This is an optimization exercise on Yosys and OpenROAD, whose aim is small area and a short achievable clock period, not a production implementation. In this exercise RTL edits were held to simulation tests only and were not proved equivalent to the original. No activity file was given, so power comes from the tool's default toggle rates.

`flow/config.mk`:
```
export PLATFORM = sky130hd
export DESIGN_NAME = top
export DESIGN_NICKNAME = top
export VERILOG_FILES = /design/flow/design.v
export SDC_FILE = /design/flow/constraint.sdc
export NUM_CORES = 8
export LEC_CHECK = 0
export CAP_MARGIN = 20
export CORE_MARGIN = 2
export CORE_UTILIZATION = 40
export SLEW_MARGIN = 20
```
`flow/flow/gate.abc`:
```
strash; map -a
```
`flow/flow/run.sh`:
```
#!/bin/bash
# Own layout flow: the standard ORFS flow with these changes:
#  - synthesis keeps the modules named in KEEP (flattened again at the end, as the standard flow's script
#    does) so that ABC maps each with a script of its own (ABC_PLAN: module:script pairs);
#  - ports get PORT_BUF buffers;
#  - timing repair aims SETUP_MARGIN ns below the clock period.
# Every tool's output goes to a log file in the work folder (and ORFS's own logs under orfs/logs).
set -euo pipefail
WORK=$(pwd)
FLOWDIR=$WORK/flow
source $FLOWDIR/settings.sh

cp config.mk my_config.mk
cat >> my_config.mk <<EOC
export SETUP_SLACK_MARGIN = ${SETUP_MARGIN}
export TNS_END_PERCENT = 100
export BUFFER_PORTS_ARGS = -buffer_cell ${PORT_BUF}
export SYNTH_KEEP_MODULES = ${KEEP:-}
EOC
[ -n "${EXTRA_MK:-}" ] && printf '%b\n' "$EXTRA_MK" >> my_config.mk

# synthesis script: the standard flow's, with abc run once per module of ABC_PLAN, each with its own script
{
  echo "proc abc {args} {"
  echo "  set i [lsearch -exact \$args -script]"
  echo "  foreach {mod scr} {${ABC_PLAN}} {"
  echo "    set a \$args"
  echo "    lset a [expr {\$i + 1}] $FLOWDIR/\$scr"
  echo "    yosys abc {*}\$a \$mod"
  echo "  }"
  echo "}"
  cat synth_recipe.tcl
} > my_synth.tcl

make -C "$FLOW_HOME" DESIGN_CONFIG=$WORK/my_config.mk WORK_HOME=$WORK/orfs CLKGATE_MAP_FILE= \
  SYNTH_SCRIPT=$WORK/my_synth.tcl finish > $WORK/make_finish.log 2>&1

RES=$WORK/orfs/results/$FLOW_PLATFORM/top/base
: # left out here: write the final layout as DEF
```
`flow/flow/exp.abc`:
```
strash; dch -f; map -D 900; topo; buffer -N 8; upsize -D 900; dnsize -D 900; stime -p
```
`flow/flow/amap.abc`:
```
strash; dch -f; amap
```
`flow/design.v`:
```
`timescale 1ns / 1ps
module top (
    input             clk,
    input      [15:0] x,
    input      [15:0] y,
    output reg [31:0] Q_p
);
  wire [15:0] ax, ay;
  wire        s;
  roba_in u_in (.x(x), .y(y), .ax(ax), .ay(ay), .s(s));
  reg  [15:0] ax_r, ay_r;
  reg         s_r;
  always @(posedge clk) begin
    ax_r <= ax;
    ay_r <= ay;
    s_r  <= s;
  end
  wire [30:0] p;
  roba_mid u_mid (.ax(ax_r), .ay(ay_r), .s(s_r), .p(p));
  always @(posedge clk)
    Q_p <= {s_r, p};
endmodule
module roba_mid (
    input  [15:0] ax,
    input  [15:0] ay,
    input         s,
    output [30:0] p
);
  wire [3:0]  ex, ey;
  wire [13:0] dx;
  roba_exp rx (.a(ax), .e(ex), .d(dx));
  roba_exp ry (.a(ay), .e(ey), .d());
  wire [30:0] A, B;
  roba_sha sha (.d(ay), .e(ex), .o(A));    
  roba_shb shb (.d(dx), .e(ey), .o(B));    
  roba_add add (.a(A), .b(B), .inv(s), .s(p));
endmodule
module roba_exp (
    input  [15:0] a,
    output [3:0]  e,
    output [13:0] d
);
  wire [15:0] m;
  wire [15:0] ar, orr;    
  genvar j;
  generate
    for (j = 0; j < 16; j = j + 1) begin : g_r
      assign ar[j] = a[15-j];
      assign m[15-j] = (j == 0) ? 1'b0 : orr[j-1];
    end
  endgenerate
  roba_por #(.N(16)) por (.i(ar), .o(orr));
  wire [16:1] ge;
  assign ge[1]  = m[0];
  assign ge[2]  = m[1];
  generate
    for (j = 3; j < 16; j = j + 1) begin : g_ge
      assign ge[j] = m[j-1] | (a[j-1] & a[j-2]);
    end
  endgenerate
  assign ge[16] = 1'b0;
  assign e[3] = ge[8];
  assign e[2] = ge[4] & ~ge[8] | ge[12];
  assign e[1] = ge[2] & ~ge[4] | ge[6] & ~ge[8] | ge[10] & ~ge[12] | ge[14];
  assign e[0] = ge[1] & ~ge[2] | ge[3] & ~ge[4] | ge[5] & ~ge[6] | ge[7] & ~ge[8]
              | ge[9] & ~ge[10] | ge[11] & ~ge[12] | ge[13] & ~ge[14] | ge[15];
  wire [15:3] upt;
  generate
    for (j = 3; j < 16; j = j + 1) begin : g_up
      assign upt[j] = a[j-1] & a[j-2] & ~m[j-1];
    end
  endgenerate
  wire up = |upt;
  generate
    for (j = 0; j < 14; j = j + 1) begin : g_d
      assign d[j] = m[j] ? a[j] : up;
    end
  endgenerate
endmodule
module roba_por #(parameter N = 16, parameter L = 4) (
    input  [N-1:0] i,
    output [N-1:0] o
);
  wire [N-1:0] t [0:L];
  assign t[0] = i;
  genvar l, k;
  generate
    for (l = 0; l < L; l = l + 1) begin : lv
      for (k = 0; k < N; k = k + 1) begin : bt
        if ((k >> l) & 1) begin : op
          assign t[l+1][k] = t[l][k] | t[l][((k >> l) << l) - 1];
        end else begin : pass
          assign t[l+1][k] = t[l][k];
        end
      end
    end
  endgenerate
  assign o = t[L];
endmodule
module roba_in (
    input  [15:0] x,
    input  [15:0] y,
    output [15:0] ax,
    output [15:0] ay,
    output        s
);
  wire ns_1, l_2, l_3, l_4, l_5, l_6, l_7, l_8, l_9, l_10, l_11, l_12, l_13, l_14, l_15, l_16, l_17, t_18, an_19, t_20, an_21, t_22, an_23, t_24, an_25, t_26, an_27, t_28, an_29, t_30, an_31, t_32, an_33, t_34, an_35, t_36, an_37, t_38, an_39, t_40, an_41, t_42, an_43, t_44, an_45, t_46, an_47, z_48, ns_49, l_50, l_51, l_52, l_53, l_54, l_55, l_56, l_57, l_58, l_59, l_60, l_61, l_62, l_63, l_64, l_65, t_66, an_67, t_68, an_69, t_70, an_71, t_72, an_73, t_74, an_75, t_76, an_77, t_78, an_79, t_80, an_81, t_82, an_83, t_84, an_85, t_86, an_87, t_88, an_89, t_90, an_91, t_92, an_93, t_94, an_95, z_96, sx_97;
  g_inv u1 (x[15], ns_1);
  g_inv u2 (x[0], l_2);
  g_nor2 u3 (x[0], x[1], l_3);
  g_nor3 u4 (x[0], x[1], x[2], l_4);
  g_nor4 u5 (x[0], x[1], x[2], x[3], l_5);
  g_inv u6 (x[4], l_6);
  g_nor2 u7 (x[4], x[5], l_7);
  g_nor3 u8 (x[4], x[5], x[6], l_8);
  g_nor4 u9 (x[4], x[5], x[6], x[7], l_9);
  g_inv u10 (x[8], l_10);
  g_nor2 u11 (x[8], x[9], l_11);
  g_nor3 u12 (x[8], x[9], x[10], l_12);
  g_nor4 u13 (x[8], x[9], x[10], x[11], l_13);
  g_inv u14 (x[12], l_14);
  g_nor2 u15 (x[12], x[13], l_15);
  g_nor3 u16 (x[12], x[13], x[14], l_16);
  g_nor4 u17 (x[12], x[13], x[14], x[15], l_17);
  g_nor2 u18 (ns_1, l_2, t_18);
  g_xnor2 u19 (x[1], t_18, an_19);
  g_nor2 u20 (ns_1, l_3, t_20);
  g_xnor2 u21 (x[2], t_20, an_21);
  g_nor2 u22 (ns_1, l_4, t_22);
  g_xnor2 u23 (x[3], t_22, an_23);
  g_nor2 u24 (ns_1, l_5, t_24);
  g_xnor2 u25 (x[4], t_24, an_25);
  g_a21oi u26 (l_6, l_5, ns_1, t_26);
  g_xnor2 u27 (x[5], t_26, an_27);
  g_a21oi u28 (l_7, l_5, ns_1, t_28);
  g_xnor2 u29 (x[6], t_28, an_29);
  g_a21oi u30 (l_8, l_5, ns_1, t_30);
  g_xnor2 u31 (x[7], t_30, an_31);
  g_a21oi u32 (l_9, l_5, ns_1, t_32);
  g_xnor2 u33 (x[8], t_32, an_33);
  g_a31oi u34 (l_10, l_5, l_9, ns_1, t_34);
  g_xnor2 u35 (x[9], t_34, an_35);
  g_a31oi u36 (l_11, l_5, l_9, ns_1, t_36);
  g_xnor2 u37 (x[10], t_36, an_37);
  g_a31oi u38 (l_12, l_5, l_9, ns_1, t_38);
  g_xnor2 u39 (x[11], t_38, an_39);
  g_a31oi u40 (l_13, l_5, l_9, ns_1, t_40);
  g_xnor2 u41 (x[12], t_40, an_41);
  g_a41oi u42 (l_14, l_5, l_9, l_13, ns_1, t_42);
  g_xnor2 u43 (x[13], t_42, an_43);
  g_a41oi u44 (l_15, l_5, l_9, l_13, ns_1, t_44);
  g_xnor2 u45 (x[14], t_44, an_45);
  g_a41oi u46 (l_16, l_5, l_9, l_13, ns_1, t_46);
  g_xnor2 u47 (x[15], t_46, an_47);
  g_and4 u48 (l_5, l_9, l_13, l_17, z_48);
  g_inv u49 (y[15], ns_49);
  g_inv u50 (y[0], l_50);
  g_nor2 u51 (y[0], y[1], l_51);
  g_nor3 u52 (y[0], y[1], y[2], l_52);
  g_nor4 u53 (y[0], y[1], y[2], y[3], l_53);
  g_inv u54 (y[4], l_54);
  g_nor2 u55 (y[4], y[5], l_55);
  g_nor3 u56 (y[4], y[5], y[6], l_56);
  g_nor4 u57 (y[4], y[5], y[6], y[7], l_57);
  g_inv u58 (y[8], l_58);
  g_nor2 u59 (y[8], y[9], l_59);
  g_nor3 u60 (y[8], y[9], y[10], l_60);
  g_nor4 u61 (y[8], y[9], y[10], y[11], l_61);
  g_inv u62 (y[12], l_62);
  g_nor2 u63 (y[12], y[13], l_63);
  g_nor3 u64 (y[12], y[13], y[14], l_64);
  g_nor4 u65 (y[12], y[13], y[14], y[15], l_65);
  g_nor2 u66 (ns_49, l_50, t_66);
  g_xnor2 u67 (y[1], t_66, an_67);
  g_nor2 u68 (ns_49, l_51, t_68);
  g_xnor2 u69 (y[2], t_68, an_69);
  g_nor2 u70 (ns_49, l_52, t_70);
  g_xnor2 u71 (y[3], t_70, an_71);
  g_nor2 u72 (ns_49, l_53, t_72);
  g_xnor2 u73 (y[4], t_72, an_73);
  g_a21oi u74 (l_54, l_53, ns_49, t_74);
  g_xnor2 u75 (y[5], t_74, an_75);
  g_a21oi u76 (l_55, l_53, ns_49, t_76);
  g_xnor2 u77 (y[6], t_76, an_77);
  g_a21oi u78 (l_56, l_53, ns_49, t_78);
  g_xnor2 u79 (y[7], t_78, an_79);
  g_a21oi u80 (l_57, l_53, ns_49, t_80);
  g_xnor2 u81 (y[8], t_80, an_81);
  g_a31oi u82 (l_58, l_53, l_57, ns_49, t_82);
  g_xnor2 u83 (y[9], t_82, an_83);
  g_a31oi u84 (l_59, l_53, l_57, ns_49, t_84);
  g_xnor2 u85 (y[10], t_84, an_85);
  g_a31oi u86 (l_60, l_53, l_57, ns_49, t_86);
  g_xnor2 u87 (y[11], t_86, an_87);
  g_a31oi u88 (l_61, l_53, l_57, ns_49, t_88);
  g_xnor2 u89 (y[12], t_88, an_89);
  g_a41oi u90 (l_62, l_53, l_57, l_61, ns_49, t_90);
  g_xnor2 u91 (y[13], t_90, an_91);
  g_a41oi u92 (l_63, l_53, l_57, l_61, ns_49, t_92);
  g_xnor2 u93 (y[14], t_92, an_93);
  g_a41oi u94 (l_64, l_53, l_57, l_61, ns_49, t_94);
  g_xnor2 u95 (y[15], t_94, an_95);
  g_and4 u96 (l_53, l_57, l_61, l_65, z_96);
  g_xnor2 u97 (x[15], y[15], sx_97);
  g_nor2 gx0 (l_2, z_96, ax[0]);
  g_nor2 gy0 (l_50, z_48, ay[0]);
  g_nor2 gx1 (an_19, z_96, ax[1]);
  g_nor2 gy1 (an_67, z_48, ay[1]);
  g_nor2 gx2 (an_21, z_96, ax[2]);
  g_nor2 gy2 (an_69, z_48, ay[2]);
  g_nor2 gx3 (an_23, z_96, ax[3]);
  g_nor2 gy3 (an_71, z_48, ay[3]);
  g_nor2 gx4 (an_25, z_96, ax[4]);
  g_nor2 gy4 (an_73, z_48, ay[4]);
  g_nor2 gx5 (an_27, z_96, ax[5]);
  g_nor2 gy5 (an_75, z_48, ay[5]);
  g_nor2 gx6 (an_29, z_96, ax[6]);
  g_nor2 gy6 (an_77, z_48, ay[6]);
  g_nor2 gx7 (an_31, z_96, ax[7]);
  g_nor2 gy7 (an_79, z_48, ay[7]);
  g_nor2 gx8 (an_33, z_96, ax[8]);
  g_nor2 gy8 (an_81, z_48, ay[8]);
  g_nor2 gx9 (an_35, z_96, ax[9]);
  g_nor2 gy9 (an_83, z_48, ay[9]);
  g_nor2 gx10 (an_37, z_96, ax[10]);
  g_nor2 gy10 (an_85, z_48, ay[10]);
  g_nor2 gx11 (an_39, z_96, ax[11]);
  g_nor2 gy11 (an_87, z_48, ay[11]);
  g_nor2 gx12 (an_41, z_96, ax[12]);
  g_nor2 gy12 (an_89, z_48, ay[12]);
  g_nor2 gx13 (an_43, z_96, ax[13]);
  g_nor2 gy13 (an_91, z_48, ay[13]);
  g_nor2 gx14 (an_45, z_96, ax[14]);
  g_nor2 gy14 (an_93, z_48, ay[14]);
  g_nor2 gx15 (an_47, z_96, ax[15]);
  g_nor2 gy15 (an_95, z_48, ay[15]);
  g_nor3 gs (sx_97, z_48, z_96, s);
endmodule
module roba_sha (
    input  [15:0] d,
    input  [3:0]  e,
    output [30:0] o
);
  wire en_1, en_2, en_3, en_4, sh_5, sh_6, sh_7, sh_8, sh_9, sh_10, sh_11, sh_12, sh_13, sh_14, sh_15, sh_16, sh_17, sh_18, sh_19, sh_20, sh_21, sh_22, sh_23, sh_24, sh_25, sh_26, sh_27, sh_28, sh_29, sh_30, sh_31, sh_32, sh_33, sh_34, sh_35, sh_36, sh_37, sh_38, sh_39, sh_40, sh_41, sh_42, sh_43, sh_44, sh_45, sh_46, sh_47, sh_48, sh_49, sh_50, sh_51, sh_52, sh_53, sh_54, sh_55, sh_56, sh_57, sh_58, sh_59, sh_60, sh_61, sh_62, sh_63, sh_64, sh_65, sh_66, sh_67, sh_68, sh_69, sh_70, sh_71, sh_72, sh_73, sh_74, sh_75, sh_76, sh_77, sh_78, sh_79, sh_80, sh_81, sh_82, sh_83, sh_84, sh_85, sh_86, sh_87, sh_88, sh_89, sh_90, sh_91, sh_92, sh_93, sh_94, sh_95, sh_96, sh_97, sh_98, sh_99, sh_100, sh_101, sh_102, sh_103, sh_104, sh_105, sh_106, sh_107, sh_108, sh_109, sh_110, sh_111, sh_112, sh_113, sh_114, sh_115, sh_116, sh_117;
  g_inv u1 (e[3], en_1);
  g_inv u2 (e[2], en_2);
  g_inv u3 (e[1], en_3);
  g_inv u4 (e[0], en_4);
  g_nand2 u5 (en_1, d[0], sh_5);
  g_nand2 u6 (en_1, d[1], sh_6);
  g_nand2 u7 (en_1, d[2], sh_7);
  g_nand2 u8 (en_1, d[3], sh_8);
  g_nand2 u9 (en_1, d[4], sh_9);
  g_nand2 u10 (en_1, d[5], sh_10);
  g_nand2 u11 (en_1, d[6], sh_11);
  g_nand2 u12 (en_1, d[7], sh_12);
  g_o22ai u13 (d[0], en_1, d[8], e[3], sh_13);
  g_o22ai u14 (d[1], en_1, d[9], e[3], sh_14);
  g_o22ai u15 (d[2], en_1, d[10], e[3], sh_15);
  g_o22ai u16 (d[3], en_1, d[11], e[3], sh_16);
  g_o22ai u17 (d[4], en_1, d[12], e[3], sh_17);
  g_o22ai u18 (d[5], en_1, d[13], e[3], sh_18);
  g_o22ai u19 (d[6], en_1, d[14], e[3], sh_19);
  g_o22ai u20 (d[7], en_1, d[15], e[3], sh_20);
  g_nand2 u21 (e[3], d[8], sh_21);
  g_nand2 u22 (e[3], d[9], sh_22);
  g_nand2 u23 (e[3], d[10], sh_23);
  g_nand2 u24 (e[3], d[11], sh_24);
  g_nand2 u25 (e[3], d[12], sh_25);
  g_nand2 u26 (e[3], d[13], sh_26);
  g_nand2 u27 (e[3], d[14], sh_27);
  g_nand2 u28 (e[3], d[15], sh_28);
  g_nor2 u29 (e[2], sh_5, sh_29);
  g_nor2 u30 (e[2], sh_6, sh_30);
  g_nor2 u31 (e[2], sh_7, sh_31);
  g_nor2 u32 (e[2], sh_8, sh_32);
  g_o22ai u33 (sh_5, en_2, sh_9, e[2], sh_33);
  g_o22ai u34 (sh_6, en_2, sh_10, e[2], sh_34);
  g_o22ai u35 (sh_7, en_2, sh_11, e[2], sh_35);
  g_o22ai u36 (sh_8, en_2, sh_12, e[2], sh_36);
  g_o22ai u37 (sh_9, en_2, sh_13, e[2], sh_37);
  g_o22ai u38 (sh_10, en_2, sh_14, e[2], sh_38);
  g_o22ai u39 (sh_11, en_2, sh_15, e[2], sh_39);
  g_o22ai u40 (sh_12, en_2, sh_16, e[2], sh_40);
  g_o22ai u41 (sh_13, en_2, sh_17, e[2], sh_41);
  g_o22ai u42 (sh_14, en_2, sh_18, e[2], sh_42);
  g_o22ai u43 (sh_15, en_2, sh_19, e[2], sh_43);
  g_o22ai u44 (sh_16, en_2, sh_20, e[2], sh_44);
  g_o22ai u45 (sh_17, en_2, sh_21, e[2], sh_45);
  g_o22ai u46 (sh_18, en_2, sh_22, e[2], sh_46);
  g_o22ai u47 (sh_19, en_2, sh_23, e[2], sh_47);
  g_o22ai u48 (sh_20, en_2, sh_24, e[2], sh_48);
  g_o22ai u49 (sh_21, en_2, sh_25, e[2], sh_49);
  g_o22ai u50 (sh_22, en_2, sh_26, e[2], sh_50);
  g_o22ai u51 (sh_23, en_2, sh_27, e[2], sh_51);
  g_o22ai u52 (sh_24, en_2, sh_28, e[2], sh_52);
  g_nor2 u53 (en_2, sh_25, sh_53);
  g_nor2 u54 (en_2, sh_26, sh_54);
  g_nor2 u55 (en_2, sh_27, sh_55);
  g_nor2 u56 (en_2, sh_28, sh_56);
  g_nand2 u57 (en_3, sh_29, sh_57);
  g_nand2 u58 (en_3, sh_30, sh_58);
  g_o22ai u59 (sh_29, en_3, sh_31, e[1], sh_59);
  g_o22ai u60 (sh_30, en_3, sh_32, e[1], sh_60);
  g_o22ai u61 (sh_31, en_3, sh_33, e[1], sh_61);
  g_o22ai u62 (sh_32, en_3, sh_34, e[1], sh_62);
  g_o22ai u63 (sh_33, en_3, sh_35, e[1], sh_63);
  g_o22ai u64 (sh_34, en_3, sh_36, e[1], sh_64);
  g_o22ai u65 (sh_35, en_3, sh_37, e[1], sh_65);
  g_o22ai u66 (sh_36, en_3, sh_38, e[1], sh_66);
  g_o22ai u67 (sh_37, en_3, sh_39, e[1], sh_67);
  g_o22ai u68 (sh_38, en_3, sh_40, e[1], sh_68);
  g_o22ai u69 (sh_39, en_3, sh_41, e[1], sh_69);
  g_o22ai u70 (sh_40, en_3, sh_42, e[1], sh_70);
  g_o22ai u71 (sh_41, en_3, sh_43, e[1], sh_71);
  g_o22ai u72 (sh_42, en_3, sh_44, e[1], sh_72);
  g_o22ai u73 (sh_43, en_3, sh_45, e[1], sh_73);
  g_o22ai u74 (sh_44, en_3, sh_46, e[1], sh_74);
  g_o22ai u75 (sh_45, en_3, sh_47, e[1], sh_75);
  g_o22ai u76 (sh_46, en_3, sh_48, e[1], sh_76);
  g_o22ai u77 (sh_47, en_3, sh_49, e[1], sh_77);
  g_o22ai u78 (sh_48, en_3, sh_50, e[1], sh_78);
  g_o22ai u79 (sh_49, en_3, sh_51, e[1], sh_79);
  g_o22ai u80 (sh_50, en_3, sh_52, e[1], sh_80);
  g_o22ai u81 (sh_51, en_3, sh_53, e[1], sh_81);
  g_o22ai u82 (sh_52, en_3, sh_54, e[1], sh_82);
  g_o22ai u83 (sh_53, en_3, sh_55, e[1], sh_83);
  g_o22ai u84 (sh_54, en_3, sh_56, e[1], sh_84);
  g_nand2 u85 (e[1], sh_55, sh_85);
  g_nand2 u86 (e[1], sh_56, sh_86);
  g_nor2 u87 (e[0], sh_57, sh_87);
  g_o22ai u88 (sh_57, en_4, sh_58, e[0], sh_88);
  g_o22ai u89 (sh_58, en_4, sh_59, e[0], sh_89);
  g_o22ai u90 (sh_59, en_4, sh_60, e[0], sh_90);
  g_o22ai u91 (sh_60, en_4, sh_61, e[0], sh_91);
  g_o22ai u92 (sh_61, en_4, sh_62, e[0], sh_92);
  g_o22ai u93 (sh_62, en_4, sh_63, e[0], sh_93);
  g_o22ai u94 (sh_63, en_4, sh_64, e[0], sh_94);
  g_o22ai u95 (sh_64, en_4, sh_65, e[0], sh_95);
  g_o22ai u96 (sh_65, en_4, sh_66, e[0], sh_96);
  g_o22ai u97 (sh_66, en_4, sh_67, e[0], sh_97);
  g_o22ai u98 (sh_67, en_4, sh_68, e[0], sh_98);
  g_o22ai u99 (sh_68, en_4, sh_69, e[0], sh_99);
  g_o22ai u100 (sh_69, en_4, sh_70, e[0], sh_100);
  g_o22ai u101 (sh_70, en_4, sh_71, e[0], sh_101);
  g_o22ai u102 (sh_71, en_4, sh_72, e[0], sh_102);
  g_o22ai u103 (sh_72, en_4, sh_73, e[0], sh_103);
  g_o22ai u104 (sh_73, en_4, sh_74, e[0], sh_104);
  g_o22ai u105 (sh_74, en_4, sh_75, e[0], sh_105);
  g_o22ai u106 (sh_75, en_4, sh_76, e[0], sh_106);
  g_o22ai u107 (sh_76, en_4, sh_77, e[0], sh_107);
  g_o22ai u108 (sh_77, en_4, sh_78, e[0], sh_108);
  g_o22ai u109 (sh_78, en_4, sh_79, e[0], sh_109);
  g_o22ai u110 (sh_79, en_4, sh_80, e[0], sh_110);
  g_o22ai u111 (sh_80, en_4, sh_81, e[0], sh_111);
  g_o22ai u112 (sh_81, en_4, sh_82, e[0], sh_112);
  g_o22ai u113 (sh_82, en_4, sh_83, e[0], sh_113);
  g_o22ai u114 (sh_83, en_4, sh_84, e[0], sh_114);
  g_o22ai u115 (sh_84, en_4, sh_85, e[0], sh_115);
  g_o22ai u116 (sh_85, en_4, sh_86, e[0], sh_116);
  g_nor2 u117 (en_4, sh_86, sh_117);
  assign o[0] = sh_87;
  assign o[1] = sh_88;
  assign o[2] = sh_89;
  assign o[3] = sh_90;
  assign o[4] = sh_91;
  assign o[5] = sh_92;
  assign o[6] = sh_93;
  assign o[7] = sh_94;
  assign o[8] = sh_95;
  assign o[9] = sh_96;
  assign o[10] = sh_97;
  assign o[11] = sh_98;
  assign o[12] = sh_99;
  assign o[13] = sh_100;
  assign o[14] = sh_101;
  assign o[15] = sh_102;
  assign o[16] = sh_103;
  assign o[17] = sh_104;
  assign o[18] = sh_105;
  assign o[19] = sh_106;
  assign o[20] = sh_107;
  assign o[21] = sh_108;
  assign o[22] = sh_109;
  assign o[23] = sh_110;
  assign o[24] = sh_111;
  assign o[25] = sh_112;
  assign o[26] = sh_113;
  assign o[27] = sh_114;
  assign o[28] = sh_115;
  assign o[29] = sh_116;
  assign o[30] = sh_117;
endmodule
module roba_shb (
    input  [13:0] d,
    input  [3:0]  e,
    output [30:0] o
);
  wire en_1, en_2, en_3, en_4, sn_5, sh_6, sh_7, sh_8, sh_9, sh_10, sh_11, sh_12, sh_13, sh_14, sh_15, sh_16, sh_17, sh_18, sh_19, sh_20, sh_21, sh_22, sh_23, sh_24, sh_25, sh_26, sh_27, sh_28, sh_29, sh_30, sh_31, sh_32, sh_33, sh_34, sh_35, sh_36, sh_37, sh_38, sh_39, sh_40, sh_41, sh_42, sh_43, sh_44, sh_45, sh_46, sh_47, sh_48, sh_49, sh_50, sh_51, sh_52, sh_53, sh_54, sh_55, sh_56, sh_57, sh_58, sh_59, sh_60, sh_61, sh_62, sh_63, sh_64, sh_65, sh_66, sh_67, sh_68, sh_69, sh_70, sh_71, sh_72, sh_73, sh_74, sh_75, sh_76, sh_77, sh_78, sh_79, sh_80, sh_81, sh_82, sh_83;
  g_inv u1 (e[0], en_1);
  g_inv u2 (e[1], en_2);
  g_inv u3 (e[2], en_3);
  g_inv u4 (e[3], en_4);
  g_inv u5 (d[13], sn_5);
  g_nand2 u6 (en_1, d[0], sh_6);
  g_o22ai u7 (d[0], en_1, d[1], e[0], sh_7);
  g_o22ai u8 (d[1], en_1, d[2], e[0], sh_8);
  g_o22ai u9 (d[2], en_1, d[3], e[0], sh_9);
  g_o22ai u10 (d[3], en_1, d[4], e[0], sh_10);
  g_o22ai u11 (d[4], en_1, d[5], e[0], sh_11);
  g_o22ai u12 (d[5], en_1, d[6], e[0], sh_12);
  g_o22ai u13 (d[6], en_1, d[7], e[0], sh_13);
  g_o22ai u14 (d[7], en_1, d[8], e[0], sh_14);
  g_o22ai u15 (d[8], en_1, d[9], e[0], sh_15);
  g_o22ai u16 (d[9], en_1, d[10], e[0], sh_16);
  g_o22ai u17 (d[10], en_1, d[11], e[0], sh_17);
  g_o22ai u18 (d[11], en_1, d[12], e[0], sh_18);
  g_o22ai u19 (d[12], en_1, d[13], e[0], sh_19);
  g_nor2 u20 (e[1], sh_6, sh_20);
  g_nor2 u21 (e[1], sh_7, sh_21);
  g_o22ai u22 (sh_6, en_2, sh_8, e[1], sh_22);
  g_o22ai u23 (sh_7, en_2, sh_9, e[1], sh_23);
  g_o22ai u24 (sh_8, en_2, sh_10, e[1], sh_24);
  g_o22ai u25 (sh_9, en_2, sh_11, e[1], sh_25);
  g_o22ai u26 (sh_10, en_2, sh_12, e[1], sh_26);
  g_o22ai u27 (sh_11, en_2, sh_13, e[1], sh_27);
  g_o22ai u28 (sh_12, en_2, sh_14, e[1], sh_28);
  g_o22ai u29 (sh_13, en_2, sh_15, e[1], sh_29);
  g_o22ai u30 (sh_14, en_2, sh_16, e[1], sh_30);
  g_o22ai u31 (sh_15, en_2, sh_17, e[1], sh_31);
  g_o22ai u32 (sh_16, en_2, sh_18, e[1], sh_32);
  g_o22ai u33 (sh_17, en_2, sh_19, e[1], sh_33);
  g_o22ai u34 (sh_18, en_2, sn_5, e[1], sh_34);
  g_o22ai u35 (sh_19, en_2, sn_5, e[1], sh_35);
  g_nand2 u36 (en_3, sh_20, sh_36);
  g_nand2 u37 (en_3, sh_21, sh_37);
  g_nand2 u38 (en_3, sh_22, sh_38);
  g_nand2 u39 (en_3, sh_23, sh_39);
  g_o22ai u40 (sh_20, en_3, sh_24, e[2], sh_40);
  g_o22ai u41 (sh_21, en_3, sh_25, e[2], sh_41);
  g_o22ai u42 (sh_22, en_3, sh_26, e[2], sh_42);
  g_o22ai u43 (sh_23, en_3, sh_27, e[2], sh_43);
  g_o22ai u44 (sh_24, en_3, sh_28, e[2], sh_44);
  g_o22ai u45 (sh_25, en_3, sh_29, e[2], sh_45);
  g_o22ai u46 (sh_26, en_3, sh_30, e[2], sh_46);
  g_o22ai u47 (sh_27, en_3, sh_31, e[2], sh_47);
  g_o22ai u48 (sh_28, en_3, sh_32, e[2], sh_48);
  g_o22ai u49 (sh_29, en_3, sh_33, e[2], sh_49);
  g_o22ai u50 (sh_30, en_3, sh_34, e[2], sh_50);
  g_o22ai u51 (sh_31, en_3, sh_35, e[2], sh_51);
  g_o22ai u52 (sh_32, en_3, d[13], e[2], sh_52);
  g_o22ai u53 (sh_33, en_3, d[13], e[2], sh_53);
  g_o22ai u54 (sh_34, en_3, d[13], e[2], sh_54);
  g_o22ai u55 (sh_35, en_3, d[13], e[2], sh_55);
  g_nor2 u56 (e[3], sh_36, sh_56);
  g_nor2 u57 (e[3], sh_37, sh_57);
  g_nor2 u58 (e[3], sh_38, sh_58);
  g_nor2 u59 (e[3], sh_39, sh_59);
  g_nor2 u60 (e[3], sh_40, sh_60);
  g_nor2 u61 (e[3], sh_41, sh_61);
  g_nor2 u62 (e[3], sh_42, sh_62);
  g_nor2 u63 (e[3], sh_43, sh_63);
  g_o22ai u64 (sh_36, en_4, sh_44, e[3], sh_64);
  g_o22ai u65 (sh_37, en_4, sh_45, e[3], sh_65);
  g_o22ai u66 (sh_38, en_4, sh_46, e[3], sh_66);
  g_o22ai u67 (sh_39, en_4, sh_47, e[3], sh_67);
  g_o22ai u68 (sh_40, en_4, sh_48, e[3], sh_68);
  g_o22ai u69 (sh_41, en_4, sh_49, e[3], sh_69);
  g_o22ai u70 (sh_42, en_4, sh_50, e[3], sh_70);
  g_o22ai u71 (sh_43, en_4, sh_51, e[3], sh_71);
  g_o22ai u72 (sh_44, en_4, sh_52, e[3], sh_72);
  g_o22ai u73 (sh_45, en_4, sh_53, e[3], sh_73);
  g_o22ai u74 (sh_46, en_4, sh_54, e[3], sh_74);
  g_o22ai u75 (sh_47, en_4, sh_55, e[3], sh_75);
  g_o22ai u76 (sh_48, en_4, sn_5, e[3], sh_76);
  g_o22ai u77 (sh_49, en_4, sn_5, e[3], sh_77);
  g_o22ai u78 (sh_50, en_4, sn_5, e[3], sh_78);
  g_o22ai u79 (sh_51, en_4, sn_5, e[3], sh_79);
  g_o22ai u80 (sh_52, en_4, sn_5, e[3], sh_80);
  g_o22ai u81 (sh_53, en_4, sn_5, e[3], sh_81);
  g_o22ai u82 (sh_54, en_4, sn_5, e[3], sh_82);
  g_o22ai u83 (sh_55, en_4, sn_5, e[3], sh_83);
  assign o[0] = sh_56;
  assign o[1] = sh_57;
  assign o[2] = sh_58;
  assign o[3] = sh_59;
  assign o[4] = sh_60;
  assign o[5] = sh_61;
  assign o[6] = sh_62;
  assign o[7] = sh_63;
  assign o[8] = sh_64;
  assign o[9] = sh_65;
  assign o[10] = sh_66;
  assign o[11] = sh_67;
  assign o[12] = sh_68;
  assign o[13] = sh_69;
  assign o[14] = sh_70;
  assign o[15] = sh_71;
  assign o[16] = sh_72;
  assign o[17] = sh_73;
  assign o[18] = sh_74;
  assign o[19] = sh_75;
  assign o[20] = sh_76;
  assign o[21] = sh_77;
  assign o[22] = sh_78;
  assign o[23] = sh_79;
  assign o[24] = sh_80;
  assign o[25] = sh_81;
  assign o[26] = sh_82;
  assign o[27] = sh_83;
  assign o[28] = d[13];
  assign o[29] = d[13];
  assign o[30] = d[13];
endmodule
module roba_add (
    input  [30:0] a,
    input  [30:0] b,
    input         inv,
    output [30:0] s
);
  wire g_1, h_2, g_3, h_4, g_5, h_6, g_7, h_8, g_9, h_10, g_11, h_12, g_13, h_14, g_15, h_16, g_17, h_18, g_19, h_20, g_21, h_22, g_23, h_24, g_25, h_26, g_27, h_28, g_29, h_30, g_31, h_32, g_33, h_34, g_35, h_36, g_37, h_38, g_39, h_40, g_41, h_42, g_43, h_44, g_45, h_46, g_47, h_48, g_49, h_50, g_51, h_52, g_53, h_54, g_55, h_56, g_57, h_58, g_59, h_60, g_61, h_62, G_63, G_64, P_65, G_66, P_67, G_68, P_69, G_70, P_71, G_72, P_73, G_74, P_75, G_76, P_77, G_78, P_79, G_80, P_81, G_82, P_83, G_84, P_85, G_86, P_87, G_88, P_89, G_90, P_91, i_92, G_93, G_94, i_95, G_96, i_97, P_98, G_99, P_100, i_101, G_102, i_103, P_104, G_105, P_106, i_107, G_108, i_109, P_110, G_111, P_112, i_113, G_114, i_115, P_116, G_117, P_118, i_119, G_120, i_121, P_122, G_123, P_124, i_125, G_126, i_127, P_128, G_129, P_130, i_131, G_132, i_133, P_134, G_135, i_136, G_137, G_138, G_139, G_140, P_141, i_142, G_143, i_144, P_145, G_146, P_147, G_148, P_149, G_150, P_151, i_152, G_153, i_154, P_155, G_156, P_157, G_158, P_159, G_160, P_161, i_162, G_163, i_164, P_165, G_166, P_167, i_168, G_169, G_170, G_171, G_172, G_173, G_174, G_175, G_176, i_177, G_178, i_179, P_180, G_181, P_182, G_183, P_184, G_185, P_186, G_187, P_188, G_189, P_190, G_191, P_192, G_193, i_194, G_195, G_196, G_197, G_198, G_199, G_200, G_201, G_202, G_203, G_204, G_205, G_206, G_207, G_208, hs_209, hs_210, o_211, hs_212, o_213, hs_214, o_215, hs_216, o_217, hs_218, o_219, hs_220, o_221, hs_222, o_223, hs_224, o_225, hs_226, o_227, hs_228, o_229, hs_230, o_231, hs_232, o_233, hs_234, o_235, hs_236, o_237, hs_238, o_239, hs_240, o_241, hs_242, o_243, hs_244, o_245, hs_246, o_247, hs_248, o_249, hs_250, o_251, hs_252, o_253, hs_254, o_255, hs_256, o_257, hs_258, o_259, hs_260, o_261, hs_262, o_263, hs_264, o_265, hs_266, o_267, hs_268, o_269;
  g_nand2 u1 (a[0], b[0], g_1);
  g_xnor2 u2 (a[0], b[0], h_2);
  g_nand2 u3 (a[1], b[1], g_3);
  g_xnor2 u4 (a[1], b[1], h_4);
  g_nand2 u5 (a[2], b[2], g_5);
  g_xnor2 u6 (a[2], b[2], h_6);
  g_nand2 u7 (a[3], b[3], g_7);
  g_xnor2 u8 (a[3], b[3], h_8);
  g_nand2 u9 (a[4], b[4], g_9);
  g_xnor2 u10 (a[4], b[4], h_10);
  g_nand2 u11 (a[5], b[5], g_11);
  g_xnor2 u12 (a[5], b[5], h_12);
  g_nand2 u13 (a[6], b[6], g_13);
  g_xnor2 u14 (a[6], b[6], h_14);
  g_nand2 u15 (a[7], b[7], g_15);
  g_xnor2 u16 (a[7], b[7], h_16);
  g_nand2 u17 (a[8], b[8], g_17);
  g_xnor2 u18 (a[8], b[8], h_18);
  g_nand2 u19 (a[9], b[9], g_19);
  g_xnor2 u20 (a[9], b[9], h_20);
  g_nand2 u21 (a[10], b[10], g_21);
  g_xnor2 u22 (a[10], b[10], h_22);
  g_nand2 u23 (a[11], b[11], g_23);
  g_xnor2 u24 (a[11], b[11], h_24);
  g_nand2 u25 (a[12], b[12], g_25);
  g_xnor2 u26 (a[12], b[12], h_26);
  g_nand2 u27 (a[13], b[13], g_27);
  g_xnor2 u28 (a[13], b[13], h_28);
  g_nand2 u29 (a[14], b[14], g_29);
  g_xnor2 u30 (a[14], b[14], h_30);
  g_nand2 u31 (a[15], b[15], g_31);
  g_xnor2 u32 (a[15], b[15], h_32);
  g_nand2 u33 (a[16], b[16], g_33);
  g_xnor2 u34 (a[16], b[16], h_34);
  g_nand2 u35 (a[17], b[17], g_35);
  g_xnor2 u36 (a[17], b[17], h_36);
  g_nand2 u37 (a[18], b[18], g_37);
  g_xnor2 u38 (a[18], b[18], h_38);
  g_nand2 u39 (a[19], b[19], g_39);
  g_xnor2 u40 (a[19], b[19], h_40);
  g_nand2 u41 (a[20], b[20], g_41);
  g_xnor2 u42 (a[20], b[20], h_42);
  g_nand2 u43 (a[21], b[21], g_43);
  g_xnor2 u44 (a[21], b[21], h_44);
  g_nand2 u45 (a[22], b[22], g_45);
  g_xnor2 u46 (a[22], b[22], h_46);
  g_nand2 u47 (a[23], b[23], g_47);
  g_xnor2 u48 (a[23], b[23], h_48);
  g_nand2 u49 (a[24], b[24], g_49);
  g_xnor2 u50 (a[24], b[24], h_50);
  g_nand2 u51 (a[25], b[25], g_51);
  g_xnor2 u52 (a[25], b[25], h_52);
  g_nand2 u53 (a[26], b[26], g_53);
  g_xnor2 u54 (a[26], b[26], h_54);
  g_nand2 u55 (a[27], b[27], g_55);
  g_xnor2 u56 (a[27], b[27], h_56);
  g_nand2 u57 (a[28], b[28], g_57);
  g_xnor2 u58 (a[28], b[28], h_58);
  g_nand2 u59 (a[29], b[29], g_59);
  g_xnor2 u60 (a[29], b[29], h_60);
  g_nand2 u61 (a[30], b[30], g_61);
  g_xnor2 u62 (a[30], b[30], h_62);
  g_o21ai u63 (h_4, g_1, g_3, G_63);
  g_o21ai u64 (h_8, g_5, g_7, G_64);
  g_nor2 u65 (h_8, h_6, P_65);
  g_o21ai u66 (h_12, g_9, g_11, G_66);
  g_nor2 u67 (h_12, h_10, P_67);
  g_o21ai u68 (h_16, g_13, g_15, G_68);
  g_nor2 u69 (h_16, h_14, P_69);
  g_o21ai u70 (h_20, g_17, g_19, G_70);
  g_nor2 u71 (h_20, h_18, P_71);
  g_o21ai u72 (h_24, g_21, g_23, G_72);
  g_nor2 u73 (h_24, h_22, P_73);
  g_o21ai u74 (h_28, g_25, g_27, G_74);
  g_nor2 u75 (h_28, h_26, P_75);
  g_o21ai u76 (h_32, g_29, g_31, G_76);
  g_nor2 u77 (h_32, h_30, P_77);
  g_o21ai u78 (h_36, g_33, g_35, G_78);
  g_nor2 u79 (h_36, h_34, P_79);
  g_o21ai u80 (h_40, g_37, g_39, G_80);
  g_nor2 u81 (h_40, h_38, P_81);
  g_o21ai u82 (h_44, g_41, g_43, G_82);
  g_nor2 u83 (h_44, h_42, P_83);
  g_o21ai u84 (h_48, g_45, g_47, G_84);
  g_nor2 u85 (h_48, h_46, P_85);
  g_o21ai u86 (h_52, g_49, g_51, G_86);
  g_nor2 u87 (h_52, h_50, P_87);
  g_o21ai u88 (h_56, g_53, g_55, G_88);
  g_nor2 u89 (h_56, h_54, P_89);
  g_o21ai u90 (h_60, g_57, g_59, G_90);
  g_nor2 u91 (h_60, h_58, P_91);
  g_inv u92 (G_63, i_92);
  g_o21ai u93 (h_6, i_92, g_5, G_93);
  g_a21oi u94 (P_65, G_63, G_64, G_94);
  g_inv u95 (G_66, i_95);
  g_o21ai u96 (h_14, i_95, g_13, G_96);
  g_inv u97 (P_67, i_97);
  g_nor2 u98 (h_14, i_97, P_98);
  g_a21oi u99 (P_69, G_66, G_68, G_99);
  g_nand2 u100 (P_69, P_67, P_100);
  g_inv u101 (G_70, i_101);
  g_o21ai u102 (h_22, i_101, g_21, G_102);
  g_inv u103 (P_71, i_103);
  g_nor2 u104 (h_22, i_103, P_104);
  g_a21oi u105 (P_73, G_70, G_72, G_105);
  g_nand2 u106 (P_73, P_71, P_106);
  g_inv u107 (G_74, i_107);
  g_o21ai u108 (h_30, i_107, g_29, G_108);
  g_inv u109 (P_75, i_109);
  g_nor2 u110 (h_30, i_109, P_110);
  g_a21oi u111 (P_77, G_74, G_76, G_111);
  g_nand2 u112 (P_77, P_75, P_112);
  g_inv u113 (G_78, i_113);
  g_o21ai u114 (h_38, i_113, g_37, G_114);
  g_inv u115 (P_79, i_115);
  g_nor2 u116 (h_38, i_115, P_116);
  g_a21oi u117 (P_81, G_78, G_80, G_117);
  g_nand2 u118 (P_81, P_79, P_118);
  g_inv u119 (G_82, i_119);
  g_o21ai u120 (h_46, i_119, g_45, G_120);
  g_inv u121 (P_83, i_121);
  g_nor2 u122 (h_46, i_121, P_122);
  g_a21oi u123 (P_85, G_82, G_84, G_123);
  g_nand2 u124 (P_85, P_83, P_124);
  g_inv u125 (G_86, i_125);
  g_o21ai u126 (h_54, i_125, g_53, G_126);
  g_inv u127 (P_87, i_127);
  g_nor2 u128 (h_54, i_127, P_128);
  g_a21oi u129 (P_89, G_86, G_88, G_129);
  g_nand2 u130 (P_89, P_87, P_130);
  g_inv u131 (G_90, i_131);
  g_o21ai u132 (h_62, i_131, g_61, G_132);
  g_inv u133 (P_91, i_133);
  g_nor2 u134 (h_62, i_133, P_134);
  g_o21ai u135 (h_10, G_94, g_9, G_135);
  g_inv u136 (G_94, i_136);
  g_a21oi u137 (P_67, i_136, G_66, G_137);
  g_a21oi u138 (P_98, i_136, G_96, G_138);
  g_o21ai u139 (P_100, G_94, G_99, G_139);
  g_o21ai u140 (h_26, G_105, g_25, G_140);
  g_nor2 u141 (h_26, P_106, P_141);
  g_inv u142 (G_105, i_142);
  g_a21oi u143 (P_75, i_142, G_74, G_143);
  g_inv u144 (P_106, i_144);
  g_nand2 u145 (P_75, i_144, P_145);
  g_a21oi u146 (P_110, i_142, G_108, G_146);
  g_nand2 u147 (P_110, i_144, P_147);
  g_o21ai u148 (P_112, G_105, G_111, G_148);
  g_nor2 u149 (P_112, P_106, P_149);
  g_o21ai u150 (h_42, G_117, g_41, G_150);
  g_nor2 u151 (h_42, P_118, P_151);
  g_inv u152 (G_117, i_152);
  g_a21oi u153 (P_83, i_152, G_82, G_153);
  g_inv u154 (P_118, i_154);
  g_nand2 u155 (P_83, i_154, P_155);
  g_a21oi u156 (P_122, i_152, G_120, G_156);
  g_nand2 u157 (P_122, i_154, P_157);
  g_o21ai u158 (P_124, G_117, G_123, G_158);
  g_nor2 u159 (P_124, P_118, P_159);
  g_o21ai u160 (h_58, G_129, g_57, G_160);
  g_nor2 u161 (h_58, P_130, P_161);
  g_inv u162 (G_129, i_162);
  g_a21oi u163 (P_91, i_162, G_90, G_163);
  g_inv u164 (P_130, i_164);
  g_nand2 u165 (P_91, i_164, P_165);
  g_a21oi u166 (P_134, i_162, G_132, G_166);
  g_nand2 u167 (P_134, i_164, P_167);
  g_inv u168 (G_139, i_168);
  g_o21ai u169 (h_18, i_168, g_17, G_169);
  g_a21oi u170 (P_71, G_139, G_70, G_170);
  g_a21oi u171 (P_104, G_139, G_102, G_171);
  g_o21ai u172 (P_106, i_168, G_105, G_172);
  g_a21oi u173 (P_141, G_139, G_140, G_173);
  g_o21ai u174 (P_145, i_168, G_143, G_174);
  g_o21ai u175 (P_147, i_168, G_146, G_175);
  g_a21oi u176 (P_149, G_139, G_148, G_176);
  g_inv u177 (G_158, i_177);
  g_o21ai u178 (h_50, i_177, g_49, G_178);
  g_inv u179 (P_159, i_179);
  g_nor2 u180 (h_50, i_179, P_180);
  g_a21oi u181 (P_87, G_158, G_86, G_181);
  g_nand2 u182 (P_87, P_159, P_182);
  g_a21oi u183 (P_128, G_158, G_126, G_183);
  g_nand2 u184 (P_128, P_159, P_184);
  g_o21ai u185 (P_130, i_177, G_129, G_185);
  g_nor2 u186 (P_130, i_179, P_186);
  g_a21oi u187 (P_161, G_158, G_160, G_187);
  g_nand2 u188 (P_161, P_159, P_188);
  g_o21ai u189 (P_165, i_177, G_163, G_189);
  g_nor2 u190 (P_165, i_179, P_190);
  g_o21ai u191 (P_167, i_177, G_166, G_191);
  g_nor2 u192 (P_167, i_179, P_192);
  g_o21ai u193 (h_34, G_176, g_33, G_193);
  g_inv u194 (G_176, i_194);
  g_a21oi u195 (P_79, i_194, G_78, G_195);
  g_a21oi u196 (P_116, i_194, G_114, G_196);
  g_o21ai u197 (P_118, G_176, G_117, G_197);
  g_a21oi u198 (P_151, i_194, G_150, G_198);
  g_o21ai u199 (P_155, G_176, G_153, G_199);
  g_o21ai u200 (P_157, G_176, G_156, G_200);
  g_a21oi u201 (P_159, i_194, G_158, G_201);
  g_a21oi u202 (P_180, i_194, G_178, G_202);
  g_o21ai u203 (P_182, G_176, G_181, G_203);
  g_o21ai u204 (P_184, G_176, G_183, G_204);
  g_a21oi u205 (P_186, i_194, G_185, G_205);
  g_o21ai u206 (P_188, G_176, G_187, G_206);
  g_a21oi u207 (P_190, i_194, G_189, G_207);
  g_a21oi u208 (P_192, i_194, G_191, G_208);
  g_xnor2 u209 (h_2, inv, hs_209);
  g_xnor2 u210 (h_4, inv, hs_210);
  g_xnor2 u211 (hs_210, g_1, o_211);
  g_xnor2 u212 (h_6, inv, hs_212);
  g_xor2 u213 (hs_212, G_63, o_213);
  g_xnor2 u214 (h_8, inv, hs_214);
  g_xor2 u215 (hs_214, G_93, o_215);
  g_xnor2 u216 (h_10, inv, hs_216);
  g_xnor2 u217 (hs_216, G_94, o_217);
  g_xnor2 u218 (h_12, inv, hs_218);
  g_xor2 u219 (hs_218, G_135, o_219);
  g_xnor2 u220 (h_14, inv, hs_220);
  g_xnor2 u221 (hs_220, G_137, o_221);
  g_xnor2 u222 (h_16, inv, hs_222);
  g_xnor2 u223 (hs_222, G_138, o_223);
  g_xnor2 u224 (h_18, inv, hs_224);
  g_xor2 u225 (hs_224, G_139, o_225);
  g_xnor2 u226 (h_20, inv, hs_226);
  g_xor2 u227 (hs_226, G_169, o_227);
  g_xnor2 u228 (h_22, inv, hs_228);
  g_xnor2 u229 (hs_228, G_170, o_229);
  g_xnor2 u230 (h_24, inv, hs_230);
  g_xnor2 u231 (hs_230, G_171, o_231);
  g_xnor2 u232 (h_26, inv, hs_232);
  g_xor2 u233 (hs_232, G_172, o_233);
  g_xnor2 u234 (h_28, inv, hs_234);
  g_xnor2 u235 (hs_234, G_173, o_235);
  g_xnor2 u236 (h_30, inv, hs_236);
  g_xor2 u237 (hs_236, G_174, o_237);
  g_xnor2 u238 (h_32, inv, hs_238);
  g_xor2 u239 (hs_238, G_175, o_239);
  g_xnor2 u240 (h_34, inv, hs_240);
  g_xnor2 u241 (hs_240, G_176, o_241);
  g_xnor2 u242 (h_36, inv, hs_242);
  g_xor2 u243 (hs_242, G_193, o_243);
  g_xnor2 u244 (h_38, inv, hs_244);
  g_xnor2 u245 (hs_244, G_195, o_245);
  g_xnor2 u246 (h_40, inv, hs_246);
  g_xnor2 u247 (hs_246, G_196, o_247);
  g_xnor2 u248 (h_42, inv, hs_248);
  g_xor2 u249 (hs_248, G_197, o_249);
  g_xnor2 u250 (h_44, inv, hs_250);
  g_xnor2 u251 (hs_250, G_198, o_251);
  g_xnor2 u252 (h_46, inv, hs_252);
  g_xor2 u253 (hs_252, G_199, o_253);
  g_xnor2 u254 (h_48, inv, hs_254);
  g_xor2 u255 (hs_254, G_200, o_255);
  g_xnor2 u256 (h_50, inv, hs_256);
  g_xnor2 u257 (hs_256, G_201, o_257);
  g_xnor2 u258 (h_52, inv, hs_258);
  g_xnor2 u259 (hs_258, G_202, o_259);
  g_xnor2 u260 (h_54, inv, hs_260);
  g_xor2 u261 (hs_260, G_203, o_261);
  g_xnor2 u262 (h_56, inv, hs_262);
  g_xor2 u263 (hs_262, G_204, o_263);
  g_xnor2 u264 (h_58, inv, hs_264);
  g_xnor2 u265 (hs_264, G_205, o_265);
  g_xnor2 u266 (h_60, inv, hs_266);
  g_xor2 u267 (hs_266, G_206, o_267);
  g_xnor2 u268 (h_62, inv, hs_268);
  g_xnor2 u269 (hs_268, G_207, o_269);
  assign s[0] = hs_209;
  assign s[1] = o_211;
  assign s[2] = o_213;
  assign s[3] = o_215;
  assign s[4] = o_217;
  assign s[5] = o_219;
  assign s[6] = o_221;
  assign s[7] = o_223;
  assign s[8] = o_225;
  assign s[9] = o_227;
  assign s[10] = o_229;
  assign s[11] = o_231;
  assign s[12] = o_233;
  assign s[13] = o_235;
  assign s[14] = o_237;
  assign s[15] = o_239;
  assign s[16] = o_241;
  assign s[17] = o_243;
  assign s[18] = o_245;
  assign s[19] = o_247;
  assign s[20] = o_249;
  assign s[21] = o_251;
  assign s[22] = o_253;
  assign s[23] = o_255;
  assign s[24] = o_257;
  assign s[25] = o_259;
  assign s[26] = o_261;
  assign s[27] = o_263;
  assign s[28] = o_265;
  assign s[29] = o_267;
  assign s[30] = o_269;
endmodule
module g_inv   (input a, output y);                   assign y = ~a;                      endmodule
module g_nand2 (input a, input b, output y);          assign y = ~(a & b);                endmodule
module g_nor2  (input a, input b, output y);          assign y = ~(a | b);                endmodule
module g_xor2  (input a, input b, output y);          assign y = a ^ b;                   endmodule
module g_xnor2 (input a, input b, output y);          assign y = ~(a ^ b);                endmodule
module g_a21oi (input a1, input a2, input b1, output y); assign y = ~((a1 & a2) | b1);    endmodule
module g_o21ai (input a1, input a2, input b1, output y); assign y = ~((a1 | a2) & b1);    endmodule
module g_o22ai (input a1, input a2, input b1, input b2, output y); assign y = ~((a1 | a2) & (b1 | b2)); endmodule
module g_nor3  (input a, input b, input c, output y); assign y = ~(a | b | c);          endmodule
module g_nor4  (input a, input b, input c, input d, output y); assign y = ~(a | b | c | d); endmodule
module g_and4  (input a, input b, input c, input d, output y); assign y = a & b & c & d;  endmodule
module g_a31oi (input a1, input a2, input a3, input b1, output y); assign y = ~((a1 & a2 & a3) | b1); endmodule
module g_a41oi (input a1, input a2, input a3, input a4, input b1, output y); assign y = ~((a1 & a2 & a3 & a4) | b1); endmodule
```
`flow/flow/settings.sh`:
```
SETUP_MARGIN=9
PORT_BUF=sky130_fd_sc_hd__buf_1
KEEP="roba_exp g_inv g_nand2 g_nor2 g_xor2 g_xnor2 g_a21oi g_o21ai g_o22ai g_nor3 g_nor4 g_and4 g_a31oi g_a41oi"
ABC_PLAN="roba_exp exp.abc g_* gate.abc top amap.abc"
EXTRA_MK='export ADDER_MAP_FILE ='
```
`flow/constraint.sdc`:
```
create_clock -name core_clock -period 14.0 [get_ports {clk}]
set_input_delay 2.8000 -clock core_clock [delete_from_list [all_inputs] [get_ports {clk}]]
set_output_delay 2.8000 -clock core_clock [all_outputs]
set_load 0.01 [all_outputs]
```
`flow/standard.sh`:
```
#!/bin/bash
# synth_recipe.tcl (not shown) runs the flow's synth.tcl, then flattens the netlist and writes it again
# the make line also repeats each setting of config.mk as NAME=value (left out here)
make -C /OpenROAD-flow-scripts/flow DESIGN_CONFIG=/design/flow/config.mk WORK_HOME=/design/flow/orfs CLKGATE_MAP_FILE= SYNTH_SCRIPT=/design/flow/synth_recipe.tcl "${@:-finish}"
```
`flow/flow/fast.abc`:
```
strash; dch -f; map -D 700; topo; buffer -N 6; upsize -D 700; dnsize -D 700; stime -p
```
==> impl_metrics.ini, run 1 <==
[run_status]
status = finished clean

[final_layout]
diodes = 0
drive_gt1_share_pct = 7.96
final_nets = 934
layout_common_cells = o22ai_1, nor2_1, xnor2_1
layout_commonest_cell = o22ai_1
syn_to_final_growth_pct = 18.3

[die]
die_h_um = 122
start_util_pct = 40.6
coreArea_um2 = 13700
die_x_um = 122
die_area_um2 = 14900
ioPinCount = 65
rows = 43

[clocking]
clock-sinks = 65
path_clk_slew_ns = 0.06
cts_buffer_depth = 2
numCtsBuffers = 9
cts_root_buffer = clkbuf_16
cts_tree = built
clk_latency_ns = 0.35
ctsHtreeMaxLevel = 3

[global_route]
antenna_found_initial = 0
grt_max_degree = 33
grt_pass1_wl_mm = 24.1
grt_pass1_vias = 5116
gr-total-overflow = 0
globalRouteTotalUtil_pct = 20.2

[sta]
setup_viol = 0
fin_ws_ns = 9.39
max_freq_ghz = 0.217
tns_ns = 0
worstMarginPinSlew_ns = 0.982
finalHoldViolations = 0
finalCriticalPeriod_ns = 4.61
slew-limit-headroom_pct = 34.3
timing.final.crit_share_pct = 32.9
skew_ns = 0.00774
rsz0062_at_grt = no
whs_ns = 0.804
slew_viol_final = 0

[detailed_routing]
drt-pass1-iter-count = 6
wl_per_cell_um = 13.9
drc = 0
via_per_inst = 5.44
ant_nets = 0
drtIter0Drc = 527
wl_mm = 15.1
num_vias = 5907

[critical_path]
crit_end = Q_p[19]
rr_worst_depth = 20
crit_required_ns = 14.28
path_cells = nor2_4 > nand2_2 > inv_4 > nand2_4 > nor2_4 > inv_1 > a21oi_2 > o21ai_1 > o2111ai_4 > clkinv_4 > o22ai_1 > o22ai_1 > xnor2_1 > nor2_1 > a21oi_1 > o21ai_1 > a21oi_2 > clkinv_1 > a21oi_1 > xnor2_1
arrival_ns = 4.88
start_kind = register
max_stage_delay_ns = 0.36
rrSetupSlack_ns = 9.39
end_kind = register
crit_path_max_fanout = 28
crit_type = register to register
crit_start = ax_r[15]
r2r_end = Q_p[19]
r2r-start = ax_r[15]
cpMaxStageDelayCell = a21oi_2

[logic_synthesis]
synth_cells = 811
synthesis.area_um2 = 5560
syn_area_per_cell_um2 = 6.86
yosysWarnings = 2
syn-num-nets = 844

[pwr]
power.switching_mw = 0.385
p_int_mw = 0.591
leakage_nw = 2.21
combPwrFrac_pct = 47.2
p_seq_share_pct = 27.1
p_sw_share_pct = 39.5
clockPowerShare_pct = 25.7
p_per_area_nw_per_um2 = 148
peakVddDrop_v = 0.0000744

[placement]
dp_hpwl_mm = 11.3
gp_congestion = 0.895
io_buffers = 64
place_ws_ns = 7.88

[run]
drv_cap = 0

[min_path]
hp-class = register to register
## sequential cells by signal (all words and copies together) (netlist names)
| register | cells |
|---|---|
| ay_r | 16 |
| s_r | 1 |
| Q_p | 32 |
| ax_r | 16 |
## metal layers
metal,global-route usage (%),wire (um),up-vias
li1,-,-,3124
met1,27.4,7240,2541
met2,31.3,6450,210
met3,3.32,992,32
met4,9.84,405,0
met5,0,0,-
## critical path, delay by kind of cell (launching register included)
family	cells	cell delay [ns]
buffers and inverters	4	0.73
xor gates and xnor gates	2	0.45
DFF	1	0.34
AOI/OAI and AO/OA	9	2.40
and+or+nand+nor	5	0.59
## repair_timing
item,in CTS,in global routing
buffers inserted,3,7
gates resized for setup,12,8
pin swaps,4,2
gates cloned,2,0
hold buffers,0,0
endpoints found under the setup margin,23,22
## final cells by class
type                            instances  area [um^2]
Fill cell                            1436         7130
Multi-Input combinational cell        665         4040
Sequential cell                        65         1300
Timing Repair Buffer                   80          360
Inverter                               80          323
Clock buffer                           13          270
Tap cell                              180          225
Clock inverter                          2         60.1
## through the flow
step,util [%],cell area (um^2),total power [mW],std cells
5_1_grt,48.0,6590,1.04,1085
6_report,48.0,6590,0.977,1085
4_1_cts,47.5,6510,0.979,1078
3_3_place_gp,44.4,6080,0.716,1058
3_5_place_dp,44.4,6080,0.716,1058
2_1_floorplan,-,5590,0.611,811
## power groups by stage
stage	clock network, mW	logic [mW]	registers (mW)
2_1_floorplan	0	0.327	0.284
4_1_cts	0.258	0.455	0.266
3_3_place_gp	0	0.447	0.269
3_5_place_dp	0	0.446	0.270
6_report	0.251	0.461	0.265
5_1_grt	0.265	0.509	0.271
## worst min path at each step
| stage | slack, ns | depth (start not counted) | from | endpoint |
|---|---|---|---|---|
| floorplan | 0.72 | 6 | ay_r[0] | Q_p[1] |
| global placement | 0.81 | 6 | ay_r[0] | Q_p[1] |
| detailed placement | 0.79 | 6 | ay_r[0] | Q_p[1] |
| CTS | 0.81 | 6 | ay_r[0] | Q_p[1] |
| global route | 0.86 | 6 | ay_r[0] | Q_p[1] |
| finish | 0.80 | 6 | ay_r[0] | Q_p[1] |
==> run 2, diff against run 1 <==
==> flow/flow/settings.sh (replaced) <==
SETUP_MARGIN=9.5
PORT_BUF=sky130_fd_sc_hd__buf_1
KEEP="roba_exp g_inv g_nand2 g_nor2 g_xor2 g_xnor2 g_a21oi g_o21ai g_o22ai g_nor3 g_nor4 g_and4 g_a31oi g_a41oi"
ABC_PLAN="roba_exp exp.abc g_* gate.abc top amap.abc"
EXTRA_MK='export ADDER_MAP_FILE ='
==> impl_metrics.ini, run 2 <==
[critical_path]
r2r_end = Q_p[18]
start_kind = primary input
crit_path_max_fanout = 17
crit_type = primary input to register
crit_required_ns = 14.19
arrival_ns = 4.46
rr_worst_depth = 23
crit_start = y[5]
rrSetupSlack_ns = 9.79
r2r-start = ay_r[14]
crit_end = ax_r[12]
end_kind = register

[die]
die_x_um = 122
start_util_pct = 40.6
die_area_um2 = 14900
ioPinCount = 65
rows = 43
die_h_um = 122
coreArea_um2 = 13700

[clocking]
numCtsBuffers = 9
cts_buffer_depth = 2
cts_tree = built
cts_hold_buffers = 0
ctsHtreeMaxLevel = 3
clock-sinks = 65
cts_root_buffer = clkbuf_16
clk_latency_ns = 0.35
path_clk_slew_ns = 0.05

[sta]
skew_ns = 0.00979
worstMarginPinSlew_ns = 1.01
timing.final.crit_share_pct = 30.5
setup_viol = 0
slew-limit-headroom_pct = 32.8
tns_ns = 0
rsz0062_at_grt = no
slew_viol_final = 0
fin_ws_ns = 9.73
finalHoldViolations = 0
whs_ns = 0.806
max_freq_ghz = 0.234
finalCriticalPeriod_ns = 4.27

[pwr]
peakVddDrop_v = 0.0000752
leakage_nw = 2.23
power.switching_mw = 0.396
p_per_area_nw_per_um2 = 144
clockPowerShare_pct = 24.3
p_sw_share_pct = 40.5
p_seq_share_pct = 27.2
total_power_mw = 0.977
p_int_mw = 0.582
combPwrFrac_pct = 48.5

[global_route]
grt_pass1_wl_mm = 24.2
grt_max_degree = 33
globalRouteTotalUtil_pct = 20.2
gr-total-overflow = 0
antenna_found_initial = 0
grt_pass1_vias = 5069

[detailed_routing]
wl_met3_um = 979
via_per_inst = 5.49
num_vias = 5943
wl_per_cell_um = 14.1
drt-pass1-iter-count = 5
maxUsedRoutingLayer = met4
wl_met1_mm = 7.24
drc = 0
wl_mm = 15.3
drtIter0Drc = 553
dr_wl_met2_mm = 6.61
ant_nets = 0

[final_layout]
diodes = 0
final_area_um2 = 6760
layout_common_cells = o22ai_1, nor2_1, xnor2_1
fin_util_pct = 49.3
drive_gt1_share_pct = 11.1
largest_register_ffs = 32
final_nets = 931
syn_to_final_growth_pct = 21.6
regMostFlops = Q_p
layout_commonest_cell = o22ai_1
stdcell_count = 1083
top_regs = Q_p (32), ax_r (16), ay_r (16)

[logic_synthesis]
synth_cells = 811
syn-num-nets = 844
yosysWarnings = 2
synthesis.area_um2 = 5560
syn_area_per_cell_um2 = 6.86

[placement]
placed_area_um2 = 6120
gp_congestion = 0.912
dp_hpwl_mm = 11.3
dpl.cell_count = 1055
place_ws_ns = 8.69
io_buffers = 64

[run]
drv_cap = 0

[min_path]
hp-class = register to register

[run_status]
status = finished clean
-- run 2: layout make-up --
cell class,count,area (um^2)
Sequential cell,65,1300
Clock buffer,12,267
Multi-Input combinational cell,665,4230
Fill cell,1397,6960
Inverter,80,333
Timing Repair Buffer,76,347
Tap cell,180,225
Timing Repair inverter,1,6.26
Clock inverter,4,50.0
-- run 2: repair_timing --
item | 4_1_cts | 5_1_grt
gates cloned | 3 | 0
gates resized for setup | 16 | 34
endpoints found under the setup margin | 43 | 35
pin swaps | 4 | 4
buffers inserted | 3 | 6
-- run 2: routing by layer --
metal,GRT usage (%),up-vias
met5,0,-
met4,9.27,0
met3,3.42,41
met2,31.1,233
met1,27.5,2556
li1,-,3113
-- run 2: worst min path at each step --
stage                     startpoint  endpoint  slack (ns)  cells after the start
after floorplan              ay_r[0]    Q_p[1]        0.72                      6
after global routing         ay_r[0]    Q_p[1]        0.87                      6
after detailed placement     ay_r[0]    Q_p[1]        0.79                      6
after global placement       ay_r[0]    Q_p[1]        0.83                      6
after CTS                    ay_r[0]    Q_p[1]        0.80                      6
final                        ay_r[0]    Q_p[1]        0.81                      6
-- run 2: worst max-delay path, stage by stage --
cell	delay [ns]
buf_1	0.13
nor4_2	0.69
nand3_1	0.19
nor2_2	0.51
nor2_1	0.13
-- run 2: power groups by stage --
stage | sequential (mW) | combinational [mW] | clock (mW)
detailed placement | 0.270 | 0.445 | 0
floorplan | 0.284 | 0.328 | 0
global placement | 0.268 | 0.445 | 0
CTS | 0.266 | 0.452 | 0.244
global route | 0.273 | 0.527 | 0.251
finish | 0.266 | 0.474 | 0.237

## what the ideal ports hide
Ports are ideal in the flow. The routed layouts listed here were re-timed in OpenROAD.
Step 1 sets driving cells, clkbuf_16 on the clock port and buf_2 on the other inputs (assumed; they add their load-dependent delay and slew).
Step 2 moves the port delays by t, midway between the first and last clock arrival at a register: inputs arrive t later, outputs are due t later. That takes back most of the time a late clock gives input paths.
Three values: ideal, step 1, step 2; two values: the first two.
run	t (ns)	setup slack, ns	latest minus earliest clock arrival (ns)	worst register clock-pin slew, ns	worst slew at a driven data input, ns
run 1	0.386	9.395 / 9.395 / 9.090	0.009 / 0.009	0.06 / 0.06	0.03
run 2	0.384	9.733 / 9.756 / 9.372	0.010 / 0.010	0.06 / 0.06	0.03
After both steps every run listed still meets setup and hold. The setup slack of run 2, which loses most, moves by +0.023 ns with the drivers and by -0.361 ns with both steps.
